Context: an optimization exercise on an open-source flow, tuned for small area and a short achievable clock period. The choices shown serve that exercise and are no tape-out recipe.
In this exercise RTL edits were held to simulation tests only and were not proved equivalent to the original.
Power and IR drop assume default switching activity.

### flow/flow/my_synth.tcl
# Run the standard flow's synthesis script, but map with the ABC script in MY_ABC_SCRIPT.
proc abc {args} {
  set i [lsearch -exact $args -script]
  if { $i >= 0 } { lset args [expr {$i + 1}] $::env(MY_ABC_SCRIPT) }
  yosys abc {*}$args
}
source $::env(FLOW_SYNTH_TCL)
### flow/config.mk
export PLATFORM = sky130hd
export DESIGN_NAME = spn_cu
export DESIGN_NICKNAME = spn_cu
export VERILOG_FILES = /design/flow/design.v
export SDC_FILE = /design/flow/constraint.sdc
export NUM_CORES = 4
export LEC_CHECK = 0
export CAP_MARGIN = 20
export CORE_MARGIN = 2
export CORE_UTILIZATION = 40
export PLACE_DENSITY = 0.6
export SLEW_MARGIN = 20
### flow/constraint.sdc
create_clock -name core_clock -period 5.5 [get_ports {clk}]
set_input_delay 1.1000 -clock core_clock [delete_from_list [all_inputs] [get_ports {clk}]]
set_output_delay 1.1000 -clock core_clock [all_outputs]
set_load 0.01 [all_outputs]
### flow/flow/make_args
SETUP_SLACK_MARGIN=2.5
CTS_CLUSTER_SIZE=100
CTS_CLUSTER_DIAMETER=500
### flow/flow/run.sh
#!/bin/bash
set -u
here=$(pwd)
sed "s#SYNTH_SCRIPT=[^ ]*#SYNTH_SCRIPT=$here/flow/my_synth.tcl#" standard.sh > my_standard.sh
export MY_ABC_SCRIPT=$here/flow/abc.scr
export FLOW_SYNTH_TCL=$here/synth_recipe.tcl
extra=()
if [[ -f flow/make_args ]]; then mapfile -t extra < flow/make_args; fi
bash my_standard.sh "BUFFER_PORTS_ARGS=-buffer_cell sky130_fd_sc_hd__buf_1" "ADDER_MAP_FILE=" "${extra[@]}" finish > standard.log 2>&1
### flow/standard.sh
#!/bin/bash
# synth_recipe.tcl (not shown) runs the flow's synth.tcl, then flattens the netlist and writes it again
# the make line also repeats each setting of config.mk as NAME=value (left out here)
make -C /OpenROAD-flow-scripts/flow DESIGN_CONFIG=/design/flow/config.mk WORK_HOME=/design/flow/orfs CLKGATE_MAP_FILE= SYNTH_SCRIPT=/design/flow/synth_recipe.tcl "${@:-finish}"
### flow/design.v
module spn_cu (
    input  logic        clk,
    input  logic        reset,            
    input  logic [1:0]  opcode,           
    input  logic [15:0] data_in,          
    input  logic [31:0] secret_key,       
    output logic [15:0] data_out,         
    output logic [1:0]  valid             
);
    function automatic logic [3:0] sbox(input logic [3:0] x);
        logic w;
        w = ~(x[1] ^ x[2]);
        sbox[0] = x[3] ^ (x[0] & w);
        sbox[1] = ~(x[0] ^ x[1]) ^ (x[3] & ((~x[0] & ~x[2]) | (x[1] & (x[0] ^ x[2]))));
        sbox[2] = x[2] ^ (x[0] & w & ~x[3]);
        sbox[3] = ~(x[0] ^ (x[2] & ~(x[0] & x[1])) ^ (x[3] & ~(x[0] ^ x[1])));
    endfunction
    function automatic logic [3:0] inv_sbox(input logic [3:0] x);
        inv_sbox[0] = ~(x[2] ^ x[3] ^ (x[0] & ~(x[1] ^ (x[2] & x[3]))));
        inv_sbox[1] = x[1] ^ x[2] ^ x[3] ^ (x[0] & (x[3] ? x[1] : x[2]));
        inv_sbox[2] = x[2] ^ (x[0] & ~x[3] & (x[1] ^ x[2]));
        inv_sbox[3] = (~(x[1] | x[2]) | (x[0] & x[1] & x[2])) ^ (x[3] & ~(x[0] ^ x[1] ^ x[2]));
    endfunction
    function automatic logic [15:0] s16(input logic [15:0] x);
        s16 = {sbox(x[15:12]), sbox(x[11:8]), sbox(x[7:4]), sbox(x[3:0])};
    endfunction
    function automatic logic [15:0] si16(input logic [15:0] x);
        si16 = {inv_sbox(x[15:12]), inv_sbox(x[11:8]), inv_sbox(x[7:4]), inv_sbox(x[3:0])};
    endfunction
    logic        st_idle, st_pe, st_pd, st_de, st_dd;
    logic [1:0]  vo;
    logic [15:0] d_reg, k_reg;
    logic [7:0]  x_reg;
    logic        err_in;
    logic [15:0] rk_a, a_enc, a_dec, b_enc, b_dec, a_next, b_next;
    assign err_in = st_idle && (opcode == 2'b11);
    assign st_de  = vo[0] && !vo[1];
    assign st_dd  = vo[1] && !vo[0];
    assign rk_a  = {secret_key[7:0], opcode[1] ? secret_key[31:24] : secret_key[23:16]};
    assign a_enc = s16(data_in ^ rk_a);
    assign a_dec = si16(data_in) ^ rk_a;
    assign a_next = opcode[0] ? {a_enc[13:0], a_enc[15:14]} : {a_dec[1:0], a_dec[15:2]};
    assign b_enc = s16(d_reg ^ k_reg);
    assign b_dec = si16(d_reg) ^ k_reg;
    assign b_next = st_pe ? {b_enc[13:0], b_enc[15:14]} : {b_dec[1:0], b_dec[15:2]};
    always_ff @(posedge clk or posedge reset) begin
        if (reset) begin
            st_idle <= 1'b1;
            st_pe   <= 1'b0;
            st_pd   <= 1'b0;
            vo      <= 2'b00;
        end else begin
            st_idle <= vo[0] | vo[1] | (st_idle && opcode == 2'b00);
            st_pe   <= st_idle && opcode == 2'b01;
            st_pd   <= st_idle && opcode == 2'b10;
            vo      <= {st_pd | err_in, st_pe | err_in};
        end
    end
    always_ff @(posedge clk) begin
        d_reg <= st_idle ? a_next : b_next;
        k_reg <= st_idle ? secret_key[15:0] : {k_reg[7:0], x_reg};
        x_reg <= opcode[0] ? secret_key[31:24] : secret_key[23:16];
    end
    assign data_out = ({16{st_de}} & b_enc) | ({16{st_dd}} & b_dec);
    assign valid    = vo | {err_in, err_in};
endmodule
### flow/flow/abc.scr
strash; &get -n; &fraig -x; &put; scorr; dc2; strash; &get -n; &dch -f; &nf; &put
==> results of run 1 <==
worst reg2reg max path: stages, from the launching register on:
cell and delay, ns:
dfrtp_1 0.69, clkinv_1 0.55, o211ai_1 0.41, a21boi_0 0.21
cell families after synthesis:
logic type	count (synthesis)	synth area share (%)
fa+ha+maj	2	0.524
mux	38	10.8
buf+inv	19	1.87
simple gates	120	14.6
xor+xnor	104	23.8
flops	45	24.3
compound gates	149	24.1
metrics by stage:
step           hold WS [ns]  instances  cell area (µm²)  setup WS [ns]
6_report              0.453        690             4700           2.51
5_1_grt               0.481        690             4700           2.43
4_1_cts               0.455        687             4480           2.50
3_5_place_dp          0.435        676             4250           2.08
3_3_place_gp          0.424        676             4250           2.16
2_1_floorplan         0.408        477             3820           2.93
final cells by class:
type                    count  area (µm²)  area share [%]
clock buffers               8        90.1            1.92
multi-input cells         413        3050            64.9
well taps                 129         161            3.43
flip-flops and latches     45         976            20.8
repair buffers             76         352            7.48
inverters                  19        71.3            1.52
layer usage:
| metal | vias to the layer above | share of wire [%] | track usage (%) |
|---|---|---|---|
| met4 | 0 | 1.8 | 6.86 |
| met3 | 13 | 5.1 | 2.97 |
| met5 | - | 0 | 0 |
| li1 | 1869 | - | - |
| met2 | 103 | 49 | 34.8 |
| met1 | 1776 | 44 | 25.9 |
Yosys cell counts, types with 2 or more instances:
cell type / count
xnor2_1: 68
xor2_1: 36
dfrtp_1: 4
o221ai_1: 2
maj3_1: 2
nand2b_1: 13
nand3b_1: 3
o2bb2ai_1: 4
clkinv_1: 19
a21boi_0: 2
o22ai_1: 17
nor3_1: 3
o311ai_0: 6
dfxtp_1: 40
o21ai_0: 40
mux2_1: 26
nor2b_1: 10
nand3_1: 5
o31ai_1: 6
a21oi_1: 40
a31oi_1: 7
and3_1: 2
mux2i_1: 12
o31a_1: 6
a22o_1: 4
nor2_1: 31
or2_0: 5
nand2_1: 45
o211ai_1: 9
worst max path at each step:
stage	from	cells past startpoint	endpoint	slack, ns
after floorplan	d_reg[5]$_DFF_P_	5	data_out[6]	2.93
after CTS	opcode[0]	5	valid[1]	2.50
after detailed placement	opcode[1]	8	d_reg[8]$_DFF_P_	2.08
after global routing	d_reg[12]$_DFF_P_	7	data_out[13]	2.43
final	d_reg[12]$_DFF_P_	7	data_out[13]	2.51
after global placement	opcode[1]	4	valid[1]	2.16
timing repair:
action	4_1_cts	5_1_grt
gates cloned	0	1
gates resized for setup	31	48
pin swaps	2	6
setup buffers	3	2
setup endpoints to repair	18	18
where the power goes:
part	total [mW]	internal (mW)	leakage, nW	switching, mW
combinational	1.79	0.818	1.19	0.969
clock	0.212	0.103	0.0455	0.110
sequential	0.705	0.463	0.404	0.242
total	2.70	1.38	1.64	1.32
==> impl_metrics.toml, run 1 <==
[run_status]
status = "timing/DRC/antenna clean"

[critical_path]
cp-end-kind = "primary output"
slowest_stage = "dfxtp_2"
cp.required_ns = 4.40
crit_chain = "xnor2_2, nor2_1, or2_1, a21oi_2, xnor2_1, o22ai_1, clkbuf_2"
crit_path_max_fanout = 6
setup.worst_path.start_class = "flop"
r2r_start = "st_pe$_DFF_PP0_"
worstRegToRegCells = 3
rrSetupSlack_ns = 3.56
r2r_end = "d_reg[8]$_DFF_P_"
critPathArrivalTime_ns = 1.89
path_delay_family = "XOR/XNOR gates"
critical_path_class = "reg -> out"
slowest_delay_ns = 0.37
worst-path-buf-inv = 1

[final_layout]
area_growth_pct = 23.0
final_common_cell = "xnor2_1"
fillers = 922
fin_util_pct = 50.9
fin_nets = 612
num_antenna_cells = 0
layout-drive-gt1-share_pct = 11.9
layout_common_cells = "xnor2_1 (64), buf_1 (63), nand2_1 (45), a21oi_1 (39), o21ai_0 (33)"

[global_route]
grt_pass1_vias = 3415
grt_util_all_layers_pct = 20.3
gr-total-overflow = 0
antenna_found_initial = 0
grt_max_degree = 45
grt_pass1_wl_um = 16400

[floorplanning]
die_y_um = 102
die_w_um = 102
fp-row-count = 35
pin_count = 70
start_util_pct = 41.3
die-area_um2 = 10300
core_area_um2 = 9240

[logic_synthesis]
yosysSeqAreaShare_pct = 24.3
yosys_warnings = 1
syn_inst = 477
synth_seq_cells = 45
synth_top_area_share_pct = 21.0
synth_enable_flop_cells = 0
syn_area_um2 = 3820
yosysUniqueCellTypes = 39
ys.flop_type = "dfxtp_1"
syn_nets = 529
avgSynthCellArea_um2 = 8.01
yosys.area.top_type = "dfxtp_1"
synth.area.top_cells = "dfxtp_1 (21%), xnor2_1 (16%), xor2_1 (8.3%)"
async_reset_ff_share_pct = 11.1

[placement]
port-buffer-count = 69
dpl.hpwl_um = 8170
gp_congestion = 0.840

[worst_hold_path]
holdPathEnd = "vo[1]$_DFF_PP0_"
min_path_cells = 1
hp-class = "reg -> reg"
hold_start = "st_pd$_DFF_PP0_"

[timing]
fmax_mhz = 335
worstMarginPinSlew_ns = 0.650
clock-skew-final_ns = 0.00677
fin_setup_tns_ns = 0
rsz0062_at_grt = "true"
maxSlewHeadroom_pct = 56.7
hold_viol_final = 0
finalMaxSlewViolations = 0
setup_violations = 0
period_share_pct = 54.3
period_minus_slack_ns = 2.99

[detailed_routing]
wirelength_um = 10600
drt_iter0_markers = 126
detail_route.vias_per_cell = 5.45
vias = 3761
route.detailed.drc = 0
routedWlPerCell_um = 15.4
drtAntennaViolNets = 0
first_pass_iters = 4

[pwr]
p_total_mw = 2.70
powerDensity_nw_per_um2 = 576
ir_drop_uv = 294
cellLeakagePower_nw = 1.64

[clocking]
cts_tree = "yes"
postCtsHoldBufs = 0
clockBufferDepth = 2
numCtsBuffers = 5
h-tree-depth = 2
cts.sinks = 45
clockRootBuffer = "clkbuf_8"
clk_pin_slew_ns = 0.08
clock_latency_ns = 0.30

[job]
cap_violations = 0
==> run 2: changes to the inputs <==
==> flow/flow/make_args (replaced) <==
SETUP_SLACK_MARGIN=2.2
==> run 2 against run 1 <==
Compared with the run above: still clean on timing, DRC and antenna; clock skew shrank 0.0022 ns; clock power is essentially flat; total power shrank 9.3%; sequential power shrank about 10%; die area is the same; hold slack gained 0.0043 ns; critical path depth shrank 1; non-clock buffer count shrank 6; fmax shrank 5.3%; sequential cell count is the same; via count shrank 2.1%; largest cell class unchanged; largest power group unchanged.
==> impl_metrics.toml, run 2 <==
[global_route]
antenna_found_initial = 0
gr-total-overflow = 0
grt_util_all_layers_pct = 20.1
grt_pass1_vias = 3379
grt_pass1_wl_um = 16300
grt_max_degree = 45

[logic_synthesis]
synthAdderAreaFrac_pct = 0.524
yosysMostFrequentCell = "xnor2_1"
synth.area.top_cells = "dfxtp_1 (21%), xnor2_1 (16%), xor2_1 (8.3%)"
yosys.area.top_type = "dfxtp_1"
yosys_warnings = 1
yosys.area_share.simple_pct = 14.6
yosysUniqueCellTypes = 39
ys.flop_type = "dfxtp_1"
avgSynthCellArea_um2 = 8.01
yosysSeqAreaShare_pct = 24.3
syn_area_um2 = 3820
synthTopCellsByCount = "xnor2_1 (68), nand2_1 (45), a21oi_1 (40), dfxtp_1 (40), o21ai_0 (40)"
synth_seq_cells = 45
synth_top_family_by_area = "compound AO/OA/AOI/OAI gates"
syn_nets = 529
synth_xor_xnor_area_share_pct = 23.8
synthMuxAreaShare_pct = 10.8
synth_enable_flop_cells = 0
synth_compound_area_share_pct = 24.1
async_reset_ff_share_pct = 11.1
synth_top_area_share_pct = 21.0
syn_inst = 477

[clocking]
postCtsHoldBufs = 0
numCtsBuffers = 5
cts_resized = 2
clk_pin_slew_ns = 0.08
cts_tree = "yes"
h-tree-depth = 2
post_cts_buffers = 0
clockBufferDepth = 2
clockRootBuffer = "clkbuf_8"
cts.sinks = 45
clock_latency_ns = 0.30

[pwr]
p_seq_share_pct = 25.8
switching_share_pct = 50.2
comb_power_share_pct = 65.5
intPower_mw = 1.22
powerDensity_nw_per_um2 = 559
ir_drop_uv = 276
p_switching_mw = 1.23
p_clk_share_pct = 8.7
cellLeakagePower_nw = 1.54

[floorplanning]
core_area_um2 = 9240
die_y_um = 102
die-area_um2 = 10300
pin_count = 70
start_util_pct = 41.3
die_w_um = 102
fp-row-count = 35

[final_layout]
final_common_cell = "buf_1"
layout-drive-gt1-share_pct = 2.88
area_growth_pct = 15.0
fin_nets = 606
fillers = 943
layout_common_cells = "buf_1 (68), xnor2_1 (66), nand2_1 (45), a21oi_1 (40), dfxtp_1 (40)"
num_antenna_cells = 0

[detailed_routing]
wirelength_um = 10300
drtAntennaViolNets = 0
routedWlPerCell_um = 15.1
route.detailed.drc = 0
vias = 3682
first_pass_iters = 4
detail_route.vias_per_cell = 5.38
drt_iter0_markers = 125

[timing]
setup_violations = 0
clock-skew-final_ns = 0.00454
period_share_pct = 57.4
period_minus_slack_ns = 3.15
rsz0062_at_grt = "true"
worstMarginPinSlew_ns = 0.878
hold_viol_final = 0
fin_ws_ns = 2.35
fin_setup_tns_ns = 0
maxSlewHeadroom_pct = 41.4
finalMaxSlewViolations = 0
fmax_mhz = 317

[placement]
dpl.hpwl_um = 8170
port-buffer-count = 69
gp_congestion = 0.840
pre_cts_ws_ns = 2.08

[critical_path]
crit_path_max_fanout = 7
cp.required_ns = 4.40
r2r_start = "st_idle$_DFF_PP1_"
critical_path_class = "reg -> out"
critPathArrivalTime_ns = 2.05
crit_start = "d_reg[1]$_DFF_P_"
cp-end-kind = "primary output"
setup.worst_path.start_class = "flop"

[worst_hold_path]
hp-class = "reg -> reg"
hold_start = "st_pd$_DFF_PP0_"

[run_status]
status = "timing/DRC/antenna clean"

[job]
cap_violations = 0
==> run 2: path summary, 6_finish.rpt <==
kind / endpoint / slack, ns / cells after the start
max: data_out[2] / 2.35 / 6
min: vo[1]$_DFF_PP0_ / 0.46 / 1
max reg2reg: d_reg[8]$_DFF_P_ / 3.39 / 3
min reg2reg: vo[1]$_DFF_PP0_ / 0.46 / 1
max in group asynchronous: st_idle$_DFF_PP1_ / 4.65 / 2
min in group asynchronous: vo[1]$_DFF_PP0_ / 0.63 / 2
==> run 2: layer usage <==
metal	vias up	GRT usage, %	part of all wire [%]
li1	1862	-	-
met1	1718	26.1	44
met2	88	34.1	48
met3	14	2.97	5.6
met4	0	6.86	1.9
met5	-	0	0
==> run 2: cell type report <==
cell class	count	area (µm²)	share of cell area (%)
Multi-Input combinational cell	413	2870	65.4
Sequential cell	45	927	21.1
Timing Repair Buffer	70	268	6.10
Tap cell	129	161	3.68
Clock buffer	8	90.1	2.05
Inverter	19	71.3	1.62
==> run 2: worst max-delay path, stage by stage, from the launching register on <==
cell and delay, ns:
dfxtp_1 0.48, xor2_2 0.29, o21ai_1 0.18, o31ai_1 0.23, o31ai_1 0.14, o22ai_1 0.25, buf_1 0.19
==> run 2: logic make-up after synthesis <==
kind of cell | count (synthesis)
and+or+nand+nor | 120
xor gates and xnor gates | 104
AOI/OAI and AO/OA | 149
adders and majority gates | 2
muxes | 38
buffers and inverters | 19
DFF | 45
==> run 2: per-stage QoR <==
step	cells	utilization, %	area, µm²	power, mW	hold WS [ns]
3_3_place_gp	676	46.0	4250	2.16	0.424
5_1_grt	684	47.5	4390	2.65	0.481
3_5_place_dp	676	46.0	4250	2.18	0.435
6_report	684	47.5	4390	2.45	0.457
4_1_cts	684	47.0	4350	2.41	0.455
2_1_floorplan	477	-	3820	1.77	0.408
==> run 2: power by group through the flow <==
| stage | clock network, mW | logic (mW) | registers, mW |
|---|---|---|---|
| 2_1_floorplan | 0 | 1.20 | 0.575 |
| 3_3_place_gp | 0 | 1.53 | 0.625 |
| 3_5_place_dp | 0 | 1.56 | 0.629 |
| 4_1_cts | 0.218 | 1.57 | 0.623 |
| 5_1_grt | 0.227 | 1.76 | 0.657 |
| 6_report | 0.213 | 1.61 | 0.633 |
==> run 3: changes to the inputs <==
==> flow/flow/make_args (replaced) <==
SETUP_SLACK_MARGIN=2.0
==> run 3 against run 2 <==
Compared with the run above: still clean; fmax decreased by 5.6%; die area did not move; via count is 0.81% higher; global-route usage is the same; first-iteration DRC count rose by 14%; synthesized cell count did not move; total power is 1.7% lower; sequential share of layout area grew 0.26 points; sequential cell count unchanged; critical endpoint unchanged; largest power group unchanged.
==> impl_metrics.toml, run 3 <==
[critical_path]
cp.depth = 6
path_delay_family = "compound AO/OA/AOI/OAI gates"
worst-path-buf-inv = 1
critical_path_class = "reg -> out"
crit_path_max_fanout = 7
slowest_delay_ns = 0.46
critPathArrivalTime_ns = 2.24
cp-end-kind = "primary output"
crit_start = "d_reg[1]$_DFF_P_"
cpMostUsedCell = "o31ai_1"
slowest_stage = "dfxtp_1"
cp.required_ns = 4.40
crit_chain = "xor2_1, o21ai_0, o31ai_1, o31ai_1, o22ai_1, buf_1"
setup.worst_path.start_class = "flop"
r2r_start = "st_idle$_DFF_PP1_"
worstRegToRegCells = 3

[clocking]
clock_latency_ns = 0.30
clockBufferDepth = 2
h-tree-depth = 2
post_cts_buffers = 0
clockRootBuffer = "clkbuf_8"
postCtsHoldBufs = 0
clk_pin_slew_ns = 0.08
cts_tree = "yes"
numCtsBuffers = 5
cts_resized = 0
cts.sinks = 45

[timing]
clock-skew-final_ns = 0.00762
maxSlewHeadroom_pct = 42.4
fmax_mhz = 299
period_share_pct = 60.8
worstMarginPinSlew_ns = 0.864
rsz0062_at_grt = "false"
hold_viol_final = 0
period_minus_slack_ns = 3.34
fin_setup_tns_ns = 0
finalMaxSlewViolations = 0
setup_violations = 0

[pwr]
powerDensity_nw_per_um2 = 556
intPower_mw = 1.20
ir_drop_uv = 262
p_switching_mw = 1.21
p_seq_share_pct = 25.8
cellLeakagePower_nw = 1.52
comb_power_share_pct = 65.4
switching_share_pct = 50.1
p_clk_share_pct = 8.8

[floorplanning]
pin_count = 70
die_y_um = 102
core_area_um2 = 9240
start_util_pct = 41.3
fp-row-count = 35
die_w_um = 102
die-area_um2 = 10300

[run_status]
status = "timing/DRC/antenna clean"

[logic_synthesis]
syn_nets = 529
yosys.area.top_type = "dfxtp_1"
ys.flop_type = "dfxtp_1"
syn_area_um2 = 3820
synthAdderAreaFrac_pct = 0.524
synth_top_family_by_area = "compound AO/OA/AOI/OAI gates"
synthTopCellsByCount = "xnor2_1 (68), nand2_1 (45), a21oi_1 (40), dfxtp_1 (40), o21ai_0 (40)"
synth_seq_cells = 45
yosysMostFrequentCell = "xnor2_1"
synth_enable_flop_cells = 0
yosys_warnings = 1
yosysUniqueCellTypes = 39
yosysSeqAreaShare_pct = 24.3
synthMuxAreaShare_pct = 10.8
synth_compound_area_share_pct = 24.1
yosys.area_share.simple_pct = 14.6
synth_top_area_share_pct = 21.0
async_reset_ff_share_pct = 11.1
synth_xor_xnor_area_share_pct = 23.8
avgSynthCellArea_um2 = 8.01
synth.area.top_cells = "dfxtp_1 (21%), xnor2_1 (16%), xor2_1 (8.3%)"
syn_inst = 477

[placement]
gp_congestion = 0.840
port-buffer-count = 69
dpl.hpwl_um = 8170

[worst_hold_path]
hp-class = "reg -> reg"
hold_start = "st_pd$_DFF_PP0_"
min_path_cells = 1

[detailed_routing]
wirelength_um = 10200
routedWlPerCell_um = 15.0
drtAntennaViolNets = 0
vias = 3712
drt_iter0_markers = 143
route.detailed.drc = 0
first_pass_iters = 4
detail_route.vias_per_cell = 5.43

[global_route]
antenna_found_initial = 0
grt_pass1_wl_um = 16300
grt_pass1_vias = 3379
grt_util_all_layers_pct = 20.1
gr-total-overflow = 0
grt_max_degree = 45

[final_layout]
fin_nets = 606
final_common_cell = "buf_1"
num_antenna_cells = 0
layout-drive-gt1-share_pct = 1.44
area_growth_pct = 13.6
fin_util_pct = 46.9
layout_common_cells = "buf_1 (69), xnor2_1 (68), nand2_1 (45)"

[job]
cap_violations = 0
run 3: changes by cell type in the layout (fill, tap and decap cells not counted):
| cell | delta |
|---|---|
| xnor2_1 | +2 |
| o21ai_0 | +3 |
| o21ai_1 | -3 |
| xor2_2 | -5 |
| buf_1 | +1 |
| xor2_1 | +5 |
| xnor2_2 | -2 |
| buf_2 | -1 |
run 3: final cells by class:
cell class	count	area [µm²]
timing repair buffer	70	267
sequential	45	927
multi-input combinational	413	2820
inverter	19	71.3
tap	129	161
clock buffer	8	90.1
fill	947	4900
run 3: kinds of logic (layout without fill, tap and decap cells):
family	count (synthesis)	count (layout)
compound gates	149	149
buf+inv	19	97
simple gates	120	120
xor+xnor	104	104
flops	45	45
fa+ha+maj	2	2
mux	38	38
run 3: per-stage QoR:
step	area (µm²)	setup slack (ns)	instances	power, mW	hold WS, ns
2_1_floorplan	3820	2.93	477	1.77	0.408
3_3_place_gp	4250	2.16	676	2.16	0.424
3_5_place_dp	4250	2.08	676	2.18	0.435
4_1_cts	4340	2.14	684	2.41	0.455
5_1_grt	4340	2.00	684	2.61	0.481
6_report	4340	2.16	684	2.41	0.455
run 3: worst register-to-register path, stage by stage (launching register included):
cell and delay, ns:
dfstp_2 1.11, clkinv_1 0.46, o211ai_1 0.25, a21boi_0 0.21
run 3: worst paths after layout:
path                                          end  slack (ns)
max in group asynchronous       st_idle$_DFF_PP1_        4.65
worst max-delay path                  data_out[2]        2.16
min in group asynchronous         vo[1]$_DFF_PP0_        0.63
worst min-delay path              vo[1]$_DFF_PP0_        0.46
worst min register to register    vo[1]$_DFF_PP0_        0.46
worst max register to register   d_reg[8]$_DFF_P_        3.40
run 3: per-layer routing:
layer	up-vias	wire [µm]	global-route usage [%]
li1	1863	-	-
met1	1721	4560	26.1
met2	115	4880	34.1
met3	13	612	2.97
met4	0	180	6.86
met5	-	0	0
run 3: power groups by stage:
stage / registers, mW / logic (mW) / clock network, mW
4_1_cts: 0.621 / 1.57 / 0.218
5_1_grt: 0.646 / 1.74 / 0.227
6_report: 0.622 / 1.58 / 0.212
3_3_place_gp: 0.625 / 1.53 / 0
3_5_place_dp: 0.629 / 1.56 / 0
2_1_floorplan: 0.575 / 1.20 / 0
==> run 4: changes to the inputs <==
==> flow/flow/make_args (replaced) <==
SETUP_SLACK_MARGIN=2.4
==> run 4 against run 3 <==
Compared with the run above: die area stayed put; core utilization is 1.9 points higher; cell count stayed put; global-route usage is 0.060 points higher; first-iteration DRC count is 6.3% higher; sequential power is 7.6% higher; via count is 0.57% lower; count of clock-buffer cells in the layout stayed put; area after synthesis stayed put; hold slack hardly changed.
==> impl_metrics.toml, run 4 <==
[run_status]
status = "timing/DRC/antenna clean"

[logic_synthesis]
synthTopCellsByCount = "xnor2_1 (68), nand2_1 (45), a21oi_1 (40), dfxtp_1 (40), o21ai_0 (40)"
syn_nets = 529
async_reset_ff_share_pct = 11.1
synth.area.top_cells = "dfxtp_1 (21%), xnor2_1 (16%), xor2_1 (8.3%)"
yosysUniqueCellTypes = 39
yosys_warnings = 1
syn_inst = 477
synth_enable_flop_cells = 0
avgSynthCellArea_um2 = 8.01
synth_top_area_share_pct = 21.0
ys.flop_type = "dfxtp_1"
synth_seq_cells = 45
yosysMostFrequentCell = "xnor2_1"
yosys.area.top_type = "dfxtp_1"
yosysSeqAreaShare_pct = 24.3
syn_area_um2 = 3820

[timing]
worstMarginPinSlew_ns = 0.637
fin_ws_ns = 2.45
fmax_mhz = 328
period_minus_slack_ns = 3.05
clock-skew-final_ns = 0.00491
hold_slack_ns = 0.455
fin_setup_tns_ns = 0
maxSlewHeadroom_pct = 57.5
rsz0062_at_grt = "true"
hold_viol_final = 0
finalMaxSlewViolations = 0
setup_violations = 0
period_share_pct = 55.5

[worst_hold_path]
hold_start = "st_pd$_DFF_PP0_"
min_path_cells = 1
hp-class = "reg -> reg"

[final_layout]
final_common_cell = "buf_1"
layout_common_cells = "buf_1 (68), xnor2_1 (64), nand2_1 (45), a21oi_1 (40), o21ai_0 (35)"
num_antenna_cells = 0
layout-drive-gt1-share_pct = 6.85
fin_nets = 606
fillers = 934
area_growth_pct = 18.3

[floorplanning]
die_w_um = 102
fp-row-count = 35
core_area_um2 = 9240
start_util_pct = 41.3
pin_count = 70
die-area_um2 = 10300
die_y_um = 102

[global_route]
grt_max_degree = 45
gr-total-overflow = 0
grt_util_all_layers_pct = 20.2
antenna_found_initial = 0
grt_pass1_wl_um = 16400
grt_pass1_vias = 3407

[placement]
port-buffer-count = 69
dpl.hpwl_um = 8170
gp_congestion = 0.840
pre_cts_ws_ns = 2.08

[clocking]
clock_latency_ns = 0.30
h-tree-depth = 2
cts_tree = "yes"
clockBufferDepth = 2
clk_pin_slew_ns = 0.08
numCtsBuffers = 5
clockRootBuffer = "clkbuf_8"
postCtsHoldBufs = 0
cts.sinks = 45

[critical_path]
cpMostUsedCell = "o31ai_1"
cp.depth = 6
crit_chain = "xor2_1, o21ai_2, o31ai_1, o31ai_1, o22ai_1, buf_1"
critical_path_class = "reg -> out"
cp.required_ns = 4.40
path_delay_family = "compound AO/OA/AOI/OAI gates"
r2r_start = "st_pe$_DFF_PP0_"
slowest_delay_ns = 0.46
crit_path_max_fanout = 4
setup.worst_path.start_class = "flop"
critPathArrivalTime_ns = 1.95
slowest_stage = "dfxtp_1"
crit_start = "k_reg[4]$_DFF_P_"
worst-path-buf-inv = 1
worstRegToRegCells = 3
cp-end-kind = "primary output"

[pwr]
powerDensity_nw_per_um2 = 560
cellLeakagePower_nw = 1.57
ir_drop_uv = 279

[detailed_routing]
wirelength_um = 10400
vias = 3691
first_pass_iters = 4
drtAntennaViolNets = 0
drt_iter0_markers = 152
detail_route.vias_per_cell = 5.40
routedWlPerCell_um = 15.2
route.detailed.drc = 0

[job]
cap_violations = 0
==> run 4: cell counts after synthesis <==
No cell type changed its count.
==> run 4: what timing repair did <==
item                       in CTS  in global routing
setup endpoints to repair      13                 17
buffers inserted                0                  0
gates resized for setup        17                 25
pin swaps                       0                  3
==> run 4: cells by family (layout without fill, tap and decap cells) <==
family	count (synthesis)	in the layout	share of synthesized area, %
AOI/OAI and AO/OA	149	149	24.1
xor gates and xnor gates	104	104	23.8
adders and majority gates	2	2	0.524
buffers and inverters	19	97	1.87
DFF	45	45	24.3
muxes	38	38	10.8
and+or+nand+nor	120	120	14.6
==> run 4: per-layer routing <==
layer,track usage (%),wire [µm],up-vias
met1,26.1,4570,1733
met3,2.97,545,11
li1,-,-,1851
met2,34.3,5140,96
met5,0,0,-
met4,6.86,146,0
==> run 4: final cells by class <==
type,instances,area [µm²],share of cell area (%)
clock buffers,8,90.1,1.99
inverters,19,71.3,1.58
multi-input cells,413,2970,65.7
flip-flops and latches,45,947,21.0
well taps,129,161,3.57
repair buffers,70,280,6.20
==> run 4: power by group <==
group | internal [mW] | switching, mW | total (mW)
sequential | 0.447 | 0.223 | 0.669
combinational | 0.717 | 0.931 | 1.65
clock | 0.103 | 0.110 | 0.213
==> run 4: per-stage QoR <==
| step | instance area (µm²) | std cells | power, mW | utilization, % |
|---|---|---|---|---|
| finish | 4520 | 684 | 2.53 | 48.9 |
| global route | 4520 | 684 | 2.73 | 48.9 |
| CTS | 4410 | 684 | 2.45 | 47.7 |
| detailed placement | 4250 | 676 | 2.18 | 46.0 |
| global placement | 4250 | 676 | 2.16 | 46.0 |
| floorplan | 3820 | 477 | 1.77 | - |
==> run 4: path summary, 6_finish.rpt <==
kind	to	slack [ns]
max	data_out[6]	2.45
min	vo[1]$_DFF_PP0_	0.46
max reg2reg	d_reg[8]$_DFF_P_	3.56
min reg2reg	vo[1]$_DFF_PP0_	0.46
max in group asynchronous	st_idle$_DFF_PP1_	4.65
min in group asynchronous	vo[1]$_DFF_PP0_	0.63
==> run 5: changes to the inputs <==
==> flow/flow/make_args (replaced) <==
SETUP_SLACK_MARGIN=2.3
==> run 5 against run 4 <==
Compared with the run above: still clean on timing, DRC and antenna; cell count stayed put; first-iteration DRC count is 15% lower; synthesized cell count stayed put; routed wire length is 0.95% lower; clock power hardly changed; die area stayed put; sequential share of layout area is 0.18 points higher; area after synthesis stayed put; setup slack worse by 0.040 ns; count of clock-buffer cells in the layout stayed put; critical path depth stayed put; critical path type unchanged; critical endpoint unchanged; highest routed layer unchanged.
==> impl_metrics.toml, run 5 <==
[logic_synthesis]
synthTopCellsByCount = "xnor2_1 (68), nand2_1 (45), a21oi_1 (40), dfxtp_1 (40), o21ai_0 (40)"
synth.area.top_cells = "dfxtp_1 (21%), xnor2_1 (16%), xor2_1 (8.3%)"
yosysSeqAreaShare_pct = 24.3
yosysUniqueCellTypes = 39
ys.flop_type = "dfxtp_1"
syn_area_um2 = 3820
synth_top_area_share_pct = 21.0
syn_inst = 477
async_reset_ff_share_pct = 11.1
synth_xor_xnor_area_share_pct = 23.8
yosys_warnings = 1
synth_enable_flop_cells = 0
synthMuxAreaShare_pct = 10.8
synth_top_family_by_area = "compound AO/OA/AOI/OAI gates"
yosys.area_share.simple_pct = 14.6
yosysMostFrequentCell = "xnor2_1"
avgSynthCellArea_um2 = 8.01
synth_compound_area_share_pct = 24.1
syn_nets = 529
synth_seq_cells = 45
yosys.area.top_type = "dfxtp_1"
synthAdderAreaFrac_pct = 0.524

[critical_path]
critical_path_class = "reg -> out"
critPathArrivalTime_ns = 1.99
setup.worst_path.start_class = "flop"
cp-end-kind = "primary output"
crit_path_max_fanout = 6
cp.required_ns = 4.40

[detailed_routing]
drt_iter0_markers = 129
wirelength_um = 10300
route.detailed.drc = 0
drtAntennaViolNets = 0
vias = 3734
routedWlPerCell_um = 15.0
detail_route.vias_per_cell = 5.46
first_pass_iters = 4

[clocking]
h-tree-depth = 2
cts_tree = "yes"
postCtsHoldBufs = 0
clock_latency_ns = 0.30
clockRootBuffer = "clkbuf_8"
numCtsBuffers = 5
cts.sinks = 45
clk_pin_slew_ns = 0.08
clockBufferDepth = 2

[timing]
rsz0062_at_grt = "true"
fmax_mhz = 323
worstMarginPinSlew_ns = 0.650
clock-skew-final_ns = 0.00612
maxSlewHeadroom_pct = 56.7
period_share_pct = 56.2
hold_viol_final = 0
finalMaxSlewViolations = 0
period_minus_slack_ns = 3.09
fin_setup_tns_ns = 0
setup_violations = 0
fin_ws_ns = 2.41

[pwr]
p_clk_share_pct = 8.7
cellLeakagePower_nw = 1.55
p_switching_mw = 1.24
intPower_mw = 1.24
comb_power_share_pct = 65.4
powerDensity_nw_per_um2 = 560
switching_share_pct = 50.0
p_seq_share_pct = 25.9
ir_drop_uv = 273

[placement]
pre_cts_ws_ns = 2.08
dpl.hpwl_um = 8170
gp_congestion = 0.840
port-buffer-count = 69

[job]
cap_violations = 0

[floorplanning]
core_area_um2 = 9240
die_w_um = 102
die_y_um = 102
fp-row-count = 35
pin_count = 70
die-area_um2 = 10300
start_util_pct = 41.3

[final_layout]
layout_common_cells = "buf_1 (68), xnor2_1 (64), nand2_1 (45), a21oi_1 (40), dfxtp_1 (36)"
area_growth_pct = 15.9
layout-drive-gt1-share_pct = 4.32
fin_nets = 606
final_common_cell = "buf_1"
fin_util_pct = 47.9
fillers = 940
num_antenna_cells = 0

[global_route]
grt_pass1_vias = 3386
gr-total-overflow = 0
grt_max_degree = 45
antenna_found_initial = 0
grt_pass1_wl_um = 16400
grt_util_all_layers_pct = 20.1

[worst_hold_path]
hp-class = "reg -> reg"

[run_status]
status = "timing/DRC/antenna clean"
==> run 5: power by group through the flow <==
| stage | Sequential, mW | Combinational [mW] | Clock [mW] |
|---|---|---|---|
| 2_1_floorplan | 0.575 | 1.20 | 0 |
| 4_1_cts | 0.628 | 1.58 | 0.218 |
| 5_1_grt | 0.667 | 1.78 | 0.227 |
| 3_3_place_gp | 0.625 | 1.53 | 0 |
| 3_5_place_dp | 0.629 | 1.56 | 0 |
| 6_report | 0.642 | 1.62 | 0.215 |
==> run 5: worst max-delay path, stage by stage, from the launching register on <==
cell      delay, ns
dfxtp_1        0.50
clkinv_1       0.16
o21ai_0        0.28
o31a_1         0.20
xor2_1         0.24
o22ai_1        0.14
buf_1          0.18
==> run 5: path summary, 6_finish.rpt <==
path,from,to,slack [ns],cells past startpoint
max in group asynchronous,reset,st_idle$_DFF_PP1_,4.65,2
setup reg to reg,d_reg[4]$_DFF_P_,d_reg[4]$_DFF_P_,3.57,7
min in group asynchronous,reset,vo[1]$_DFF_PP0_,0.63,2
hold reg to reg,st_pd$_DFF_PP0_,vo[1]$_DFF_PP0_,0.45,1
hold / removal,st_pd$_DFF_PP0_,vo[1]$_DFF_PP0_,0.45,1
setup / recovery,d_reg[4]$_DFF_P_,data_out[6],2.41,6
==> run 5: through the flow <==
| stage | instances | area (µm²) | hold WS [ns] | total power [mW] |
|---|---|---|---|---|
| 6_report | 684 | 4430 | 0.454 | 2.48 |
| 5_1_grt | 684 | 4430 | 0.481 | 2.67 |
| 4_1_cts | 684 | 4370 | 0.455 | 2.42 |
| 3_5_place_dp | 676 | 4250 | 0.435 | 2.18 |
| 3_3_place_gp | 676 | 4250 | 0.424 | 2.16 |
| 2_1_floorplan | 477 | 3820 | 0.408 | 1.77 |
==> run 5: final cells by class <==
class | count | area (µm²) | area share (%)
flip-flops and latches | 45 | 936 | 21.1
repair buffers | 70 | 272 | 6.13
multi-input cells | 413 | 2900 | 65.4
well taps | 129 | 161 | 3.65
clock buffers | 8 | 90.1 | 2.04
inverters | 19 | 71.3 | 1.61
==> run 5: cells by family after synthesis <==
logic type      Yosys count
buf+inv                  19
flops                    45
simple gates            120
fa+ha+maj                 2
mux                      38
xor+xnor                104
compound gates          149
==> run 5: what timing repair did <==
item                       in CTS  in global routing
gates resized for setup         6                 17
setup endpoints to repair       7                 12
setup buffers                   0                  0
hold endpoints to repair        0                  0
==> run 5: per-layer routing <==
metal,GRT usage (%),wire [µm],up-vias
met3,2.97,655,14
met2,34.2,4980,114
met1,26.1,4470,1740
met5,0,0,-
met4,6.86,185,0
li1,-,-,1866
==> run 6: changes to the inputs <==
==> flow/flow/make_args (replaced) <==
SETUP_SLACK_MARGIN=2.5
CORE_UTILIZATION=65
PLACE_DENSITY=0.8
==> run 6 against run 5 <==
Compared with the run above: clock power rose by 44%; clock skew rose by 0.0022 ns; global-route usage rose by 13 points; cell count fell by 7.9%; sequential cell count did not move; fmax rose by 0.47%; critical endpoint is now data_out[2]; largest cell class unchanged.
==> impl_metrics.toml, run 6 <==
[detailed_routing]
drtAntennaViolNets = 0
route.detailed.drc = 0
routedWlPerCell_um = 18.0
detail_route.vias_per_cell = 6.36
wirelength_um = 11300
vias = 4009
first_pass_iters = 7
drt_iter0_markers = 285

[floorplanning]
pin_count = 70
die_y_um = 80.7
core_area_um2 = 5610
die-area_um2 = 6510
fp-row-count = 27
die_w_um = 80.7
start_util_pct = 68.1

[critical_path]
slowest_delay_ns = 0.38
cp-end-kind = "primary output"
critPathArrivalTime_ns = 1.98
setup.worst_path.start_class = "flop"
cpMostUsedCell = "o31ai_1"
slowest_stage = "dfxtp_1"
cp.required_ns = 4.40
crit_path_max_fanout = 6
worstRegToRegCells = 3
crit_chain = "xnor2_2, o21ai_2, o31ai_1, o31ai_1, o22ai_1, buf_1"
critical_path_class = "reg -> out"

[placement]
gp_congestion = 0.919
place_area_um2 = 4180
dpl.hpwl_um = 7790
port-buffer-count = 69
dp_cells = 619

[final_layout]
instances_no_fill = 630
multi_input_area_um2 = 3100
final_common_cell = "buf_1"
seq_area_um2 = 980
fin_nets = 609
num_antenna_cells = 0
layout_common_cells = "buf_1 (65), xnor2_1 (60), nand2_1 (45), a21oi_1 (39), o21ai_0 (34)"
layout-drive-gt1-share_pct = 12.7
area_growth_pct = 23.2
fillers = 363
final_area_um2 = 4710

[logic_synthesis]
avgSynthCellArea_um2 = 8.01
synth.area.top_cells = "dfxtp_1 (21%), xnor2_1 (16%), xor2_1 (8.3%)"
yosysSeqAreaShare_pct = 24.3
syn_inst = 477
synth_seq_cells = 45
syn_area_um2 = 3820
async_reset_ff_share_pct = 11.1
yosysMostFrequentCell = "xnor2_1"
synth_top_area_share_pct = 21.0
synthTopCellsByCount = "xnor2_1 (68), nand2_1 (45), a21oi_1 (40), dfxtp_1 (40), o21ai_0 (40)"
ys.flop_type = "dfxtp_1"
yosys_warnings = 1
synth_enable_flop_cells = 0
syn_nets = 529
yosys.area.top_type = "dfxtp_1"
yosysUniqueCellTypes = 39

[timing]
setup_violations = 0
period_minus_slack_ns = 3.08
hold_slack_ns = 0.454
fin_setup_tns_ns = 0
fmax_mhz = 325
rsz0062_at_grt = "true"
clock-skew-final_ns = 0.00833
hold_viol_final = 0
period_share_pct = 55.9
maxSlewHeadroom_pct = 53.3
finalMaxSlewViolations = 0
worstMarginPinSlew_ns = 0.700

[global_route]
grt_pass1_wl_um = 16600
antenna_found_initial = 0
grt_max_degree = 45
grt_pass1_vias = 3541
gr-total-overflow = 0
grt_util_all_layers_pct = 33.6

[clocking]
clock_latency_ns = 0.31
cts.sinks = 45
clockBufferDepth = 2
h-tree-depth = 2
clockRootBuffer = "clkbuf_8"
cts_tree = "yes"
clk_pin_slew_ns = 0.09
numCtsBuffers = 5
postCtsHoldBufs = 0

[run_status]
status = "timing/DRC/antenna clean"

[job]
cap_violations = 0

[worst_hold_path]
min_path_cells = 1
hp-class = "reg -> reg"

[pwr]
powerDensity_nw_per_um2 = 608
cellLeakagePower_nw = 1.67
p_total_mw = 2.86
ir_drop_uv = 469
-- run 6: repair_timing --
| action | 4_1_cts | 5_1_grt |
|---|---|---|
| setup endpoints to repair | 18 | 18 |
| pin swaps | 2 | 6 |
| gates resized for setup | 28 | 60 |
| setup buffers | 1 | 1 |
| gates cloned | 0 | 1 |
| endpoints found under the hold margin | 0 | 0 |
-- run 6: stage by stage --
stage          utilization [%]  setup slack [ns]
5_1_grt                   83.9              2.37
3_3_place_gp              74.5              2.17
4_1_cts                   79.3              2.50
6_report                  83.9              2.42
3_5_place_dp              74.5              2.10
2_1_floorplan                -              2.93
-- run 6: cell type report --
cell class                      instances  share of cell area, %
Sequential cell                        45                   20.8
Inverter                               19                   1.52
Tap cell                               72                   1.91
Clock inverter                          3                   1.46
Multi-Input combinational cell        413                   65.9
Clock buffer                            5                   1.46
Timing Repair Buffer                   73                   6.94
-- run 6: logic make-up (layout without fill, tap and decap cells) --
group / Yosys count / in the layout / synth area share [%]
buf+inv: 19 / 100 / 1.87
flops: 45 / 45 / 24.3
mux: 38 / 38 / 10.8
compound gates: 149 / 149 / 24.1
simple gates: 120 / 120 / 14.6
xor+xnor: 104 / 104 / 23.8
fa+ha+maj: 2 / 2 / 0.524
-- run 6: final timing paths --
kind | start | end | slack (ns)
worst max-delay path | k_reg[2]$_DFF_P_ | data_out[2] | 2.42
max in group asynchronous | reset | st_idle$_DFF_PP1_ | 4.66
min in group asynchronous | reset | vo[1]$_DFF_PP0_ | 0.62
worst min register to register | x_reg[4]$_DFF_P_ | k_reg[4]$_DFF_P_ | 0.45
worst min-delay path | x_reg[4]$_DFF_P_ | k_reg[4]$_DFF_P_ | 0.45
worst max register to register | st_pe$_DFF_PP0_ | d_reg[8]$_DFF_P_ | 3.48
-- run 6: routing by layer --
metal	GRT usage (%)	vias up	wire [µm]
met5	0	-	0
met4	12.7	0	377
met3	6.18	40	778
met2	58.0	192	5610
met1	41.3	1904	4550
li1	-	1873	-
-- run 6: worst max-delay path: cells and delay by family (launching register included) --
family | cells | cell delay (ns)
AO/OA/AOI/OAI | 4 | 0.75
buffers and inverters | 1 | 0.19
XOR/XNOR | 1 | 0.36
flip-flops | 1 | 0.38
-- run 6: where the power goes --
part	total [mW]	switching [mW]	internal [mW]	leakage, nW
combinational	1.82	1.01	0.816	1.19
sequential	0.727	0.262	0.464	0.405
clock	0.310	0.127	0.183	0.0687
total	2.86	1.40	1.46	1.67
==> run 7: changes to the inputs <==
==> flow/flow/make_args (replaced) <==
SETUP_SLACK_MARGIN=2.5
==> run 7 against run 6 <==
Compared with the run above: still clean; clock skew decreased by 0.0016 ns; sequential cell count unchanged; area after synthesis unchanged; core utilization decreased by 33 points; count of clock-buffer cells in the layout increased by 3; largest power group unchanged.
==> impl_metrics.toml, run 7 <==
[worst_hold_path]
hp-class = "reg -> reg"

[pwr]
p_switching_mw = 1.32
p_clk_share_pct = 7.8
comb_power_share_pct = 66.1
cellLeakagePower_nw = 1.64
intPower_mw = 1.38
powerDensity_nw_per_um2 = 576
p_seq_share_pct = 26.1
p_total_mw = 2.70
ir_drop_uv = 294
switching_share_pct = 48.8

[timing]
hold_slack_ns = 0.453
maxSlewHeadroom_pct = 56.7
fmax_mhz = 335
rsz0062_at_grt = "true"
hold_viol_final = 0
fin_setup_tns_ns = 0
period_minus_slack_ns = 2.99
finalMaxSlewViolations = 0
worstMarginPinSlew_ns = 0.650
clock-skew-final_ns = 0.00677
period_share_pct = 54.3
setup_violations = 0

[clocking]
cts.sinks = 45
clockRootBuffer = "clkbuf_8"
numCtsBuffers = 5
clock_latency_ns = 0.30
clockBufferDepth = 2
cts_tree = "yes"
h-tree-depth = 2
clk_pin_slew_ns = 0.08

[logic_synthesis]
synth_enable_flop_cells = 0
synth_top_area_share_pct = 21.0
ys.flop_type = "dfxtp_1"
syn_inst = 477
synth_seq_cells = 45
yosysMostFrequentCell = "xnor2_1"
synthTopCellsByCount = "xnor2_1 (68), nand2_1 (45), a21oi_1 (40), dfxtp_1 (40), o21ai_0 (40)"
synth.area.top_cells = "dfxtp_1 (21%), xnor2_1 (16%), xor2_1 (8.3%)"
avgSynthCellArea_um2 = 8.01
yosysUniqueCellTypes = 39
yosys.area.top_type = "dfxtp_1"
async_reset_ff_share_pct = 11.1
syn_area_um2 = 3820
syn_nets = 529
yosysSeqAreaShare_pct = 24.3
yosys_warnings = 1

[detailed_routing]
drt_iter0_markers = 126
vias = 3761
routedWlPerCell_um = 15.4
route.detailed.drc = 0
detail_route.vias_per_cell = 5.45
first_pass_iters = 4
wirelength_um = 10600
drtAntennaViolNets = 0

[final_layout]
area_growth_pct = 23.0
fillers = 922
layout-drive-gt1-share_pct = 11.9
final_common_cell = "xnor2_1"
final_area_um2 = 4700
layout_common_cells = "xnor2_1 (64), buf_1 (63), nand2_1 (45), a21oi_1 (39), o21ai_0 (33)"
num_antenna_cells = 0
fin_nets = 612

[floorplanning]
die_w_um = 102
die_y_um = 102
start_util_pct = 41.3
fp-row-count = 35
pin_count = 70
die-area_um2 = 10300
core_area_um2 = 9240

[placement]
gp_congestion = 0.840
place_area_um2 = 4250
dpl.hpwl_um = 8170
port-buffer-count = 69

[global_route]
grt_util_all_layers_pct = 20.3
gr-total-overflow = 0
grt_pass1_vias = 3415
grt_max_degree = 45
grt_pass1_wl_um = 16400
antenna_found_initial = 0

[critical_path]
rrSetupSlack_ns = 3.56
cp-end-kind = "primary output"
cp.required_ns = 4.40
setup.worst_path.start_class = "flop"
crit_path_max_fanout = 6
critical_path_class = "reg -> out"
critPathArrivalTime_ns = 1.89

[job]
cap_violations = 0

[run_status]
status = "timing/DRC/antenna clean"
## run 7: cell counts after synthesis
No cell type changed its count.
## run 7: what timing repair did
item                                    CTS  global route
pin swaps                                 2             6
cloned                                    0             1
setup buffers                             3             2
gates resized for setup                  31            48
endpoints found under the setup margin   18            18
hold buffers                              0             0
## run 7: final timing paths
check | start | to | cells after the start
min reg2reg | st_pd$_DFF_PP0_ | vo[1]$_DFF_PP0_ | 1
max in group asynchronous | reset | st_idle$_DFF_PP1_ | 2
max reg2reg | st_pe$_DFF_PP0_ | d_reg[8]$_DFF_P_ | 3
max | d_reg[12]$_DFF_P_ | data_out[13] | 7
min in group asynchronous | reset | vo[1]$_DFF_PP0_ | 2
min | st_pd$_DFF_PP0_ | vo[1]$_DFF_PP0_ | 1
## run 7: area by class of cell
type                    instances  area, µm²  share of cell area (%)
well taps                     129        161                    3.43
flip-flops and latches         45        976                    20.8
repair buffers                 76        352                    7.48
inverters                      19       71.3                    1.52
clock buffers                   8       90.1                    1.92
multi-input cells             413       3050                    64.9
## run 7: logic make-up (layout without fill, tap and decap cells)
kind of cell             count (synthesis)  in the layout  synth area share (%)
AND/OR/NAND/NOR                        120            120                  14.6
adder cells (fa/ha/maj)                  2              2                 0.524
flip-flops                              45             45                  24.3
XOR/XNOR                               104            104                  23.8
AO/OA/AOI/OAI                          149            149                  24.1
multiplexers                            38             38                  10.8
buffers and inverters                   19            103                  1.87
## run 7: power groups by stage
stage / sequential (mW) / clock [mW] / combinational [mW]
floorplan: 0.575 / 0 / 1.20
global placement: 0.625 / 0 / 1.53
detailed placement: 0.629 / 0 / 1.56
CTS: 0.652 / 0.218 / 1.64
global route: 0.729 / 0.227 / 1.95
finish: 0.705 / 0.212 / 1.79
## run 7: per-stage QoR
step / std cells / utilization [%] / setup WS, ns
final: 690 / 50.9 / 2.51
after global routing: 690 / 50.9 / 2.43
after CTS: 687 / 48.5 / 2.50
after detailed placement: 676 / 46.0 / 2.08
after global placement: 676 / 46.0 / 2.16
after floorplan: 477 / - / 2.93
## run 7: routing by layer
metal | GRT usage (%) | routed length (µm) | up-vias
li1 | - | - | 1869
met3 | 2.97 | 542 | 13
met2 | 34.8 | 5200 | 103
met1 | 25.9 | 4680 | 1776
met4 | 6.86 | 192 | 0
met5 | 0 | 0 | -
## run 7: critical path, cell delays in order, from the launching register on
cell and delay, ns:
dfxtp_2 0.37, xnor2_2 0.23, nor2_1 0.10, or2_1 0.27, a21oi_2 0.16, xnor2_1 0.18
o22ai_1 0.13, clkbuf_2 0.16
==> run 8: changes to the inputs <==
==> flow/flow/make_args (replaced) <==
SETUP_SLACK_MARGIN=2.3
CTS_ARGS=-sink_clustering_enable -repair_clock_nets -buf_list sky130_fd_sc_hd__clkbuf_16 -sink_clustering_size 60 -sink_clustering_max_diameter 500
==> run 8 against run 7 <==
Compared with the run above: still clean; first-iteration DRC count grew 4.8%; core utilization shrank 2.5 points; clock skew shrank 0.0013 ns; critical path depth shrank 1; critical path type unchanged; critical endpoint is now data_out[2]; largest cell class unchanged.
==> impl_metrics.toml, run 8 <==
[logic_synthesis]
yosys_warnings = 1
synthTopCellsByCount = "xnor2_1 (68), nand2_1 (45), a21oi_1 (40), dfxtp_1 (40), o21ai_0 (40)"
synth.area.top_cells = "dfxtp_1 (21%), xnor2_1 (16%), xor2_1 (8.3%)"
yosysUniqueCellTypes = 39
yosysSeqAreaShare_pct = 24.3
syn_inst = 477
yosys.area.top_type = "dfxtp_1"
ys.flop_type = "dfxtp_1"
synth_enable_flop_cells = 0
yosysMostFrequentCell = "xnor2_1"
async_reset_ff_share_pct = 11.1
syn_nets = 529
synth_seq_cells = 45
syn_area_um2 = 3820
avgSynthCellArea_um2 = 8.01
synth_top_area_share_pct = 21.0

[final_layout]
area_growth_pct = 17.0
layout-drive-gt1-share_pct = 3.60
fillers = 930
final_common_cell = "buf_1"
final_area_um2 = 4470
num_antenna_cells = 0
layout_common_cells = "buf_1 (68), xnor2_1 (64), nand2_1 (45), a21oi_1 (40), dfxtp_1 (39)"
fin_util_pct = 48.4
instances_no_fill = 684
fin_nets = 606

[placement]
port-buffer-count = 69
gp_congestion = 0.840
dpl.hpwl_um = 8170
place_area_um2 = 4250
dp_cells = 676

[clocking]
cts.sinks = 45
h-tree-depth = 2
clockRootBuffer = "clkbuf_16"
numCtsBuffers = 5
postCtsHoldBufs = 0
clock_latency_ns = 0.28
clk_pin_slew_ns = 0.06
cts_tree = "yes"
cts_resized = 5
post_cts_buffers = 0
clockBufferDepth = 2

[pwr]
comb_power_share_pct = 63.8
p_total_mw = 2.55
p_switching_mw = 1.25
p_seq_share_pct = 25.1
intPower_mw = 1.30
cellLeakagePower_nw = 1.58
switching_share_pct = 49.1
ir_drop_uv = 264
powerDensity_nw_per_um2 = 570
p_clk_share_pct = 11.1

[timing]
setup_violations = 0
maxSlewHeadroom_pct = 56.8
period_share_pct = 57.1
clock-skew-final_ns = 0.00547
finalMaxSlewViolations = 0
rsz0062_at_grt = "false"
fmax_mhz = 318
fin_setup_tns_ns = 0
period_minus_slack_ns = 3.14
worstMarginPinSlew_ns = 0.648
hold_viol_final = 0

[detailed_routing]
wl_met1_um = 4620
vias = 3707
wirelength_um = 10300
first_pass_iters = 4
drtAntennaViolNets = 0
routedWlPerCell_um = 15.1
drt_iter0_markers = 132
route.detailed.drc = 0
highest_layer = "met4"
met2_length_um = 4960
route.met3.wl_um = 550
detail_route.vias_per_cell = 5.42

[global_route]
grt_pass1_wl_um = 16400
grt_util_all_layers_pct = 20.1
gr-total-overflow = 0
antenna_found_initial = 0
grt_pass1_vias = 3388
grt_max_degree = 45

[critical_path]
cp-end-kind = "primary output"
critical_path_class = "reg -> out"
critPathArrivalTime_ns = 2.04
rrSetupSlack_ns = 3.55
r2r_start = "d_reg[4]$_DFF_P_"
setup.worst_path.start_class = "flop"
cp.required_ns = 4.40
worstRegToRegCells = 7
r2r_end = "d_reg[4]$_DFF_P_"
crit_path_max_fanout = 7

[floorplanning]
die_w_um = 102
start_util_pct = 41.3
core_area_um2 = 9240
die_y_um = 102
die-area_um2 = 10300
pin_count = 70
fp-row-count = 35

[worst_hold_path]
min_path_cells = 1
hold_start = "st_pd$_DFF_PP0_"
holdPathEnd = "vo[1]$_DFF_PP0_"
hp-class = "reg -> reg"

[run_status]
status = "timing/DRC/antenna clean"

[job]
cap_violations = 0
==> run 8: cell counts after synthesis <==
No cell type changed its count.
==> run 8: logic make-up after synthesis <==
family                     count (synthesis)  share of synthesized area [%]
adders and majority gates                  2                          0.524
buffers and inverters                     19                           1.87
xor gates and xnor gates                 104                           23.8
and+or+nand+nor                          120                           14.6
AOI/OAI and AO/OA                        149                           24.1
muxes                                     38                           10.8
DFF                                       45                           24.3
==> run 8: worst max-delay path by stage <==
stage                      from               end  slack (ns)  cells after the start
3_3_place_gp          opcode[1]          valid[1]        2.16                      4
3_5_place_dp          opcode[1]  d_reg[8]$_DFF_P_        2.08                      8
4_1_cts               opcode[0]          valid[1]        2.33                      5
5_1_grt        d_reg[9]$_DFF_P_      data_out[10]        2.30                      6
2_1_floorplan  d_reg[5]$_DFF_P_       data_out[6]        2.93                      5
6_report       d_reg[1]$_DFF_P_       data_out[2]        2.36                      6
==> run 8: metrics by stage <==
| step | hold WS (ns) | worst slack (ns) |
|---|---|---|
| after detailed placement | 0.435 | 2.08 |
| after global routing | 0.476 | 2.30 |
| after global placement | 0.424 | 2.16 |
| after floorplan | 0.408 | 2.93 |
| final | 0.450 | 2.36 |
| after CTS | 0.449 | 2.33 |
==> run 8: layout make-up <==
class                           instances  area [µm²]  share of cell area [%]
Tap cell                              129         161                    3.61
Inverter                               19        71.3                    1.60
Timing Repair Buffer                   70         272                    6.08
Clock inverter                          3        11.3                   0.252
Clock buffer                            5         125                    2.80
Sequential cell                        45         932                    20.9
Multi-Input combinational cell        413        2900                    64.8
==> run 8: layer usage <==
metal | up-vias | GRT usage [%]
met5 | - | 0
met3 | 15 | 2.76
met2 | 97 | 34.3
met4 | 0 | 6.55
li1 | 1866 | -
met1 | 1729 | 26.2
==> run 8: critical path, cell delays in order, from the launching register on <==
cell,delay (ns)
dfxtp_1,0.48
xor2_2,0.29
o21ai_1,0.18
o31ai_1,0.23
o31ai_1,0.14
o22ai_1,0.25
buf_1,0.19
==> run 8: power groups by stage <==
stage	registers (mW)	clock network (mW)	logic, mW
floorplan	0.575	0	1.20
global placement	0.625	0	1.53
detailed placement	0.629	0	1.56
CTS	0.627	0.286	1.57
global route	0.664	0.297	1.78
finish	0.639	0.284	1.63
==> run 9: changes to the inputs <==
==> flow/flow/abc.scr (replaced) <==
strash; &get -n; &fraig -x; &put; scorr; dc2; strash; &get -n; &dch -f; &nf -R 1000 -C 32; &put
==> flow/flow/make_args (replaced) <==
SETUP_SLACK_MARGIN=2.2
==> run 9 against run 8 <==
Compared with the run above: die area is 0.63% lower; routed wire length hardly changed; cell count is 0.44% lower; clock power is 7% lower.
==> impl_metrics.toml, run 9 <==
[floorplanning]
pin_count = 70
fp-row-count = 35
die_y_um = 101
die_w_um = 101
start_util_pct = 41.1
die-area_um2 = 10300
core_area_um2 = 9240

[timing]
period_minus_slack_ns = 3.16
finalMaxSlewViolations = 0
clock-skew-final_ns = 0.00579
hold_viol_final = 0
period_share_pct = 57.4
rsz0062_at_grt = "true"
fin_ws_ns = 2.34
worstMarginPinSlew_ns = 0.671
fmax_mhz = 317
hold_slack_ns = 0.436
maxSlewHeadroom_pct = 55.2
setup_violations = 0
fin_setup_tns_ns = 0

[critical_path]
cp.required_ns = 4.40
endpoint = "data_out[15]"
critPathArrivalTime_ns = 2.06
crit_path_max_fanout = 7
rrSetupSlack_ns = 3.58
r2r_start = "d_reg[8]$_DFF_P_"
worstRegToRegCells = 6
r2r_end = "d_reg[13]$_DFF_P_"
crit_start = "d_reg[14]$_DFF_P_"
setup.worst_path.start_class = "flop"
critical_path_class = "reg -> out"
cp-end-kind = "primary output"

[logic_synthesis]
syn_area_um2 = 3790
synth_enable_flop_cells = 0
yosysSeqAreaShare_pct = 24.4
yosys_warnings = 1
async_reset_ff_share_pct = 11.1
syn_nets = 526
synth.area.top_cells = "dfxtp_1 (21%), xnor2_1 (14%), xor2_1 (9.7%)"
synth_seq_cells = 45
yosysMostFrequentCell = "xnor2_1"
avgSynthCellArea_um2 = 8.01
yosysUniqueCellTypes = 35
ys.flop_type = "dfxtp_1"
synthTopCellsByCount = "xnor2_1 (60), nand2_1 (50), xor2_1 (42), a21oi_1 (40), dfxtp_1 (40)"
yosys.area.top_type = "dfxtp_1"
synth_top_area_share_pct = 21.1
syn_inst = 474

[detailed_routing]
drtAntennaViolNets = 0
wirelength_um = 10300
drt_iter0_markers = 179
vias = 3587
routedWlPerCell_um = 15.2
first_pass_iters = 4
detail_route.vias_per_cell = 5.27
route.detailed.drc = 0

[clocking]
post_cts_buffers = 0
clockBufferDepth = 2
numCtsBuffers = 5
h-tree-depth = 2
clk_pin_slew_ns = 0.09
cts_tree = "yes"
postCtsHoldBufs = 0
clock_latency_ns = 0.30
clockRootBuffer = "clkbuf_8"
cts.sinks = 45

[placement]
gp_congestion = 0.826
port-buffer-count = 69
dpl.hpwl_um = 8120
pre_cts_ws_ns = 2.11
place_area_um2 = 4220
dp_cells = 673

[global_route]
gr-total-overflow = 0
grt_max_degree = 49
grt_util_all_layers_pct = 20.6
grt_pass1_wl_um = 16800
antenna_found_initial = 0
grt_pass1_vias = 3395

[final_layout]
final_common_cell = "buf_1"
fin_util_pct = 47.6
layout_common_cells = "buf_1 (68), xnor2_1 (58), nand2_1 (50), a21oi_1 (40), dfxtp_1 (39)"
area_growth_pct = 15.8
final_area_um2 = 4390
instances_no_fill = 681
num_antenna_cells = 0
fin_nets = 603
layout-drive-gt1-share_pct = 3.26

[worst_hold_path]
hp-class = "reg -> reg"

[run_status]
status = "timing/DRC/antenna clean"

[job]
cap_violations = 0

[pwr]
cellLeakagePower_nw = 1.58
powerDensity_nw_per_um2 = 563
p_total_mw = 2.47
ir_drop_uv = 198
-- run 9: changes by cell type after synthesis, moves of 3 or more --
cell | previous run | this run
nand2_1 | 45 | 50
mux2i_1 | 12 | 17
xnor2_1 | 68 | 60
a22o_1 | 4 | 7
nor2_1 | 31 | 34
xor2_1 | 36 | 42
o2bb2ai_1 | 4 | 0
-- run 9: worst min path at each step --
| stage | depth (start not counted) | end | slack [ns] | startpoint |
|---|---|---|---|---|
| after floorplan | 1 | vo[1]$_DFF_PP0_ | 0.41 | st_pd$_DFF_PP0_ |
| after global placement | 1 | vo[1]$_DFF_PP0_ | 0.42 | st_pd$_DFF_PP0_ |
| after detailed placement | 1 | vo[1]$_DFF_PP0_ | 0.42 | st_pd$_DFF_PP0_ |
| after CTS | 1 | vo[1]$_DFF_PP0_ | 0.44 | st_pd$_DFF_PP0_ |
| after global routing | 1 | vo[1]$_DFF_PP0_ | 0.45 | st_pd$_DFF_PP0_ |
| final | 1 | vo[1]$_DFF_PP0_ | 0.44 | st_pd$_DFF_PP0_ |
-- run 9: cell type report --
type | count | area (µm²)
fill | 949 | 4850
clock inverter | 2 | 37.5
tap | 129 | 161
clock buffer | 6 | 82.6
timing repair buffer | 70 | 268
inverter | 17 | 63.8
multi-input combinational | 412 | 2850
sequential | 45 | 932
-- run 9: where the power goes --
part	leakage, nW	internal, mW	total, mW	switching, mW
combinational	1.12	0.670	1.57	0.897
sequential	0.402	0.437	0.641	0.204
clock	0.0574	0.148	0.265	0.117
-- run 9: routing by layer --
layer / global-route usage, % / wire length, µm
met1: 28.8 / 4860
met2: 33.8 / 4910
met3: 2.28 / 420
met4: 5.30 / 129
met5: 0 / 0
-- run 9: critical path, stage by stage (launching register included) --
cell      delay, ns
dfxtp_1        0.47
xor2_1         0.37
o21ai_0        0.14
o21ai_0        0.12
xor2_1         0.32
nand2b_1       0.08
o21ai_0        0.09
buf_1          0.18
-- run 9: repair_timing --
action | 4_1_cts | 5_1_grt
gates resized for setup | 1 | 9
endpoints found under the hold margin | 0 | 0
setup endpoints to repair | 2 | 9
-- run 9: logic make-up after synthesis --
family                    synth area share [%]
AOI/OAI and AO/OA                         23.2
DFF                                       24.4
xor gates and xnor gates                  23.5
buffers and inverters                     1.68
muxes                                     12.5
and+or+nand+nor                           14.6

-- what the ideal ports hide --
The flow's constraints put no driver on any port. The routed layouts listed below were extracted and timed again, unchanged, in two steps.
Step 1, drivers: a clkbuf_16 drives clk and a buf_2 each remaining input, both assumed.
Step 2 moves the port delays by t, midway between the first and last clock arrival at a register: inputs arrive t later, outputs are due t later. That takes back most of the time a late clock gives input paths.
a / b / c = no drivers / after step 1 / after step 2; a / b = the first two.
| run | shift t [ns] | setup slack, ns | cell pins on the clock port's net |
|---|---|---|---|
| run 1 | 0.328 | 2.512 / 2.481 / 2.454 | 1 |
| run 2 | 0.327 | 2.346 / 2.315 / 2.336 | 1 |
| run 3 | 0.327 | 2.159 / 2.128 / 2.071 | 1 |
| run 4 | 0.331 | 2.448 / 2.417 / 2.391 | 1 |
| run 5 | 0.329 | 2.409 / 2.378 / 2.391 | 1 |
| run 6 | 0.337 | 2.423 / 2.392 / 2.495 | 1 |
| run 7 | 0.328 | 2.512 / 2.481 / 2.454 | 1 |
| run 8 | 0.316 | 2.360 / 2.323 / 2.402 | 1 |
| run 9 | 0.329 | 2.341 / 2.310 / 2.347 | 1 |
After both steps every run listed still meets setup and hold. The setup slack of run 3, which loses most, moves by -0.031 ns with the drivers and by -0.088 ns with both steps.
